This design comes from an exercise in tuning for small area, a short achievable clock period and few clock cycles on the open sky130 flow, not from production work. At most, simulation tests tie the RTL to the original design; equivalence was not proved. The flow treats the clock pin as an ideal source. Dropping or thinning the clock tree relies on that and would not hold on a real chip. Power is estimated from default activity; no workload was simulated.

// wr_interconnect
module wr_interconnect #
(
    parameter DATA_WIDTH = 8,
    parameter ADDR_WIDTH = 16
)
(
	input         			clk,
	input         			rst_n,
	input  [ADDR_WIDTH-1:0] m0_awaddr,
	input         			m0_awvalid,
	output        			m0_awready,
	input  [DATA_WIDTH-1:0] m0_wdata,
	input         			m0_wvalid,
	output        			m0_wready,
	input  [ADDR_WIDTH-1:0] m1_awaddr,
	input         			m1_awvalid,
	output        			m1_awready,
	input  [DATA_WIDTH-1:0] m1_wdata,
	input         			m1_wvalid,
	output        			m1_wready,
	output [ADDR_WIDTH-1:0] mem_awaddr,
	output        			mem_awvalid,
	input         			mem_awready,
	output [DATA_WIDTH-1:0] mem_wdata,
	output        			mem_wvalid,
	input         			mem_wready
);
fifo #(.DATA_WIDTH(ADDR_WIDTH)) AWFIFO (.clk(clk), .rst_n(rst_n),
	.m0_data(m0_awaddr), .m0_valid(m0_awvalid), .m0_ready(m0_awready),
	.m1_data(m1_awaddr), .m1_valid(m1_awvalid), .m1_ready(m1_awready),
	.odata(mem_awaddr), .ovalid(mem_awvalid), .oready(mem_awready));
fifo #(.DATA_WIDTH(DATA_WIDTH)) WFIFO (.clk(clk), .rst_n(rst_n),
	.m0_data(m0_wdata), .m0_valid(m0_wvalid), .m0_ready(m0_wready),
	.m1_data(m1_wdata), .m1_valid(m1_wvalid), .m1_ready(m1_wready),
	.odata(mem_wdata), .ovalid(mem_wvalid), .oready(mem_wready));
endmodule
==> module fifo, before the edit <==
module fifo #(
	parameter DATA_WIDTH = 8,
	parameter FIFO_DEPTH = 8,
	parameter SWITCH     = 8
)
(
	input                       clk,
	input                       rst_n,
	input      [DATA_WIDTH-1:0] m0_data,
	input                       m0_valid,
	output                      m0_ready,
	input      [DATA_WIDTH-1:0] m1_data,
	input                       m1_valid,
	output reg                  m1_ready,
	output reg [DATA_WIDTH-1:0] odata,
	output reg                  ovalid,
	input                       oready
);
	localparam NR = FIFO_DEPTH - 1;            
	localparam CW = $clog2(SWITCH);
	localparam RW = $clog2(NR + 1);
	reg  [CW-1:0]         cnt;                 
	reg                   sel;                 
	reg                   m0_nrdy;             
	reg  [RW-1:0]         len;                 
	reg  [RW-1:0]         tail;                
	reg                   take;                
	reg  [DATA_WIDTH-1:0] ring [0:NR-1];
	assign m0_ready = ~m0_nrdy;
	wire [DATA_WIDTH-1:0] in_d = sel ? m1_data : m0_data;
	wire acc    = (m0_valid & ~m0_nrdy) | (m1_valid & m1_ready);
	wire h_load = ~ovalid | oready;            
	wire r_empty = (len == 0);
	wire [RW:0] front_sum = tail + len - 1;
	wire [RW-1:0] front = (front_sum >= NR) ? front_sum - NR : front_sum;
	wire at_exit = ~r_empty & (front == NR - 1);
	wire ins = acc & ~(r_empty & h_load);      
	wire ext = h_load & at_exit;               
	wire [RW-1:0] n_len  = len + ins - ext;
	wire [RW-1:0] n_tail = (ins | tail == NR - 1) ? 0 : tail + 1'b1;
	wire n_take = (n_len == 0) | ((n_len != NR) & (n_tail == 0));
	wire turn_end = acc & (cnt == SWITCH - 1);
	wire n_sel    = sel ^ turn_end;
	wire [DATA_WIDTH-1:0] x_d = take ? in_d : ring[NR-1];
	integer i;
	always @(posedge clk) begin
		ring[0] <= x_d;
		for (i = 1; i < NR; i = i + 1)
			ring[i] <= ring[i-1];
		if (h_load) odata <= x_d;
	end
	always @(posedge clk or negedge rst_n) begin
		if (~rst_n) begin
			cnt      <= 0;
			sel      <= 1'b0;
			m0_nrdy  <= 1'b0;
			m1_ready <= 1'b0;
			ovalid   <= 1'b0;
			len      <= 0;
			tail     <= 0;
			take     <= 1'b1;
		end else begin
			if (acc) cnt <= (cnt == SWITCH - 1) ? 0 : cnt + 1'b1;
			sel      <= n_sel;
			m0_nrdy  <= ~n_take | n_sel;
			m1_ready <= n_take & n_sel;
			if (h_load) ovalid <= r_empty ? acc : at_exit;
			len      <= n_len;
			tail     <= n_tail;
			take     <= n_take;
		end
	end
endmodule
Settings: LEC_CHECK=0, CAP_MARGIN=20, CORE_MARGIN=2, CORE_UTILIZATION=40, CTS_BUF_LIST=sky130_fd_sc_hd__clkbuf_4 sky130_fd_sc_hd__clkbuf_8 sky130_fd_sc_hd__clkbuf_16, CTS_CLUSTER_DIAMETER=100, CTS_CLUSTER_SIZE=30, SETUP_SLACK_MARGIN=3.0, SLEW_MARGIN=20; clock period 5.0 ns.
standard.sh (not shown) runs the stock make flow with config.mk's settings and CLKGATE_MAP_FILE= SYNTH_SCRIPT=/design/flow/synth_recipe.tcl, a recipe that flattens the netlist after the stock synthesis.
==> flow/flow/run.sh <==
#!/bin/bash
set -euo pipefail
here=$(pwd)
bash standard.sh MATCH_CELL_FOOTPRINT=0 "BUFFER_PORTS_ARGS=-buffer_cell sky130_fd_sc_hd__buf_1" "CTS_ARGS=-sink_clustering_enable -repair_clock_nets -dont_use_dummy_load -sink_clustering_size 30 -sink_clustering_max_diameter 100 -buf_list sky130_fd_sc_hd__clkbuf_16" "POST_CTS_TCL=$here/flow/post_cts.tcl" finish > flow_standard.log 2>&1
==> flow/flow/post_cts.tcl <==
# Drop the H-tree's middle level: the root buffer then drives the leaf
# buffers directly, two buffers from the clock port to every register.
set mid {}
foreach inst [[ord::get_db_block] getInsts] {
  if {[regexp {^clkbuf_[1-9][0-9]*_[0-9]+__f_} [$inst getName]]} { lappend mid [$inst getName] }
}
puts "post_cts: removing [llength $mid] middle clock buffers: $mid"
if {[llength $mid]} {
  remove_buffers {*}$mid
  detailed_placement
  estimate_parasitics -placement
  report_clock_latency
}
Rerun with:
--- a/flow/design.v
+++ b/flow/design.v
@@ -31,18 +31,22 @@
 	wire acc    = (m0_valid & ~m0_nrdy) | (m1_valid & m1_ready);
 	wire h_load = ~ovalid | oready;            
 	wire r_empty = (len == 0);
 	wire [RW:0] front_sum = tail + len - 1;
 	wire [RW-1:0] front = (front_sum >= NR) ? front_sum - NR : front_sum;
-	wire at_exit = ~r_empty & (front == NR - 1);
+	reg  at_exit;                              
 	wire ins = acc & ~(r_empty & h_load);      
 	wire ext = h_load & at_exit;               
-	wire [RW-1:0] n_len  = len + ins - ext;
-	wire [RW-1:0] n_tail = (ins | tail == NR - 1) ? 0 : tail + 1'b1;
-	wire n_take = (n_len == 0) | ((n_len != NR) & (n_tail == 0));
-	wire turn_end = acc & (cnt == SWITCH - 1);
-	wire n_sel    = sel ^ turn_end;
+	wire [RW-1:0] tail_inc = (tail == NR - 1) ? 0 : tail + 1'b1;
+	wire [RW-1:0] n_len  = ins ? len + 1'b1 : ext ? len - 1'b1 : len;
+	wire [RW-1:0] n_tail = ins ? 0 : tail_inc;
+	wire n_take = ins ? (len != NR - 1)
+	            : ext ? ((len == 1) | (tail == NR - 1))
+	            :       (r_empty | ((len != NR) & (tail == NR - 1)));
+	wire n_at_exit = ext ? (len != 1) : (~r_empty & (front == NR - 2));
+	wire sel_acc  = sel ^ (cnt == SWITCH - 1);    
+	wire n_sel    = acc ? sel_acc : sel;
 	wire [DATA_WIDTH-1:0] x_d = take ? in_d : ring[NR-1];
 	integer i;
 	always @(posedge clk) begin
 		ring[0] <= x_d;
 		for (i = 1; i < NR; i = i + 1)
@@ -57,19 +61,21 @@
 			m1_ready <= 1'b0;
 			ovalid   <= 1'b0;
 			len      <= 0;
 			tail     <= 0;
 			take     <= 1'b1;
+			at_exit  <= 1'b0;
 		end else begin
 			if (acc) cnt <= (cnt == SWITCH - 1) ? 0 : cnt + 1'b1;
 			sel      <= n_sel;
 			m0_nrdy  <= ~n_take | n_sel;
 			m1_ready <= n_take & n_sel;
 			if (h_load) ovalid <= r_empty ? acc : at_exit;
 			len      <= n_len;
 			tail     <= n_tail;
 			take     <= n_take;
+			at_exit  <= n_at_exit;
 		end
 	end
 endmodule
 module wr_interconnect #
 (
Effect: Power went down by 9.8%. Sequential power is about the same. Worst hold slack degrades by 5.6 ps. Clock-buffer cell count is unchanged. Setup slack improves by 2000 ps. Final cell count went up by about 1.8%. Core utilization went down by 1.3 points. Synthesized area went up by about 1.9%. Routed wire length went up by 6.4%. Fmax went up by about 100%.
Testbench counts after the change, summed over its fixed seeds: cycles 1,032.
The RTL of the first run of this note was laid out without a check of its function.

-- what the ideal ports hide --
The results above use ideal ports. As a check the final layouts listed here were re-extracted and re-timed, cells and wires unchanged.
Step 1 (the two cells are an assumption about what drives the block):
set clk [get_ports {clk}]
set_driving_cell -lib_cell sky130_fd_sc_hd__clkbuf_16 $clk
set_driving_cell -lib_cell sky130_fd_sc_hd__buf_2 [delete_from_list [all_inputs] $clk]
Step 2 adds t to the input delays and takes it off the output delays; t is the mean of the earliest and latest rising clock arrival at the registers after step 1. Input paths then give back, and output paths get back, about the clock's delay inside the block.
a / b / c = ideal ports / drivers / drivers and shift; a / b = the first two.
run | t (ns) | setup slack, ns | worst setup path at the end | worst data-port slew with drivers (ns)
the first run | 0.401 | 0.925 / 0.925 / 0.925 | register to register | 0.03
the second run | 0.397 | 2.967 / 2.967 / 2.731 | input to register | 0.03
After both steps setup and hold are still met in every run listed. The setup slack of the second run, which loses most, moves by 0.000 ns with the drivers and by -0.236 ns with both steps.
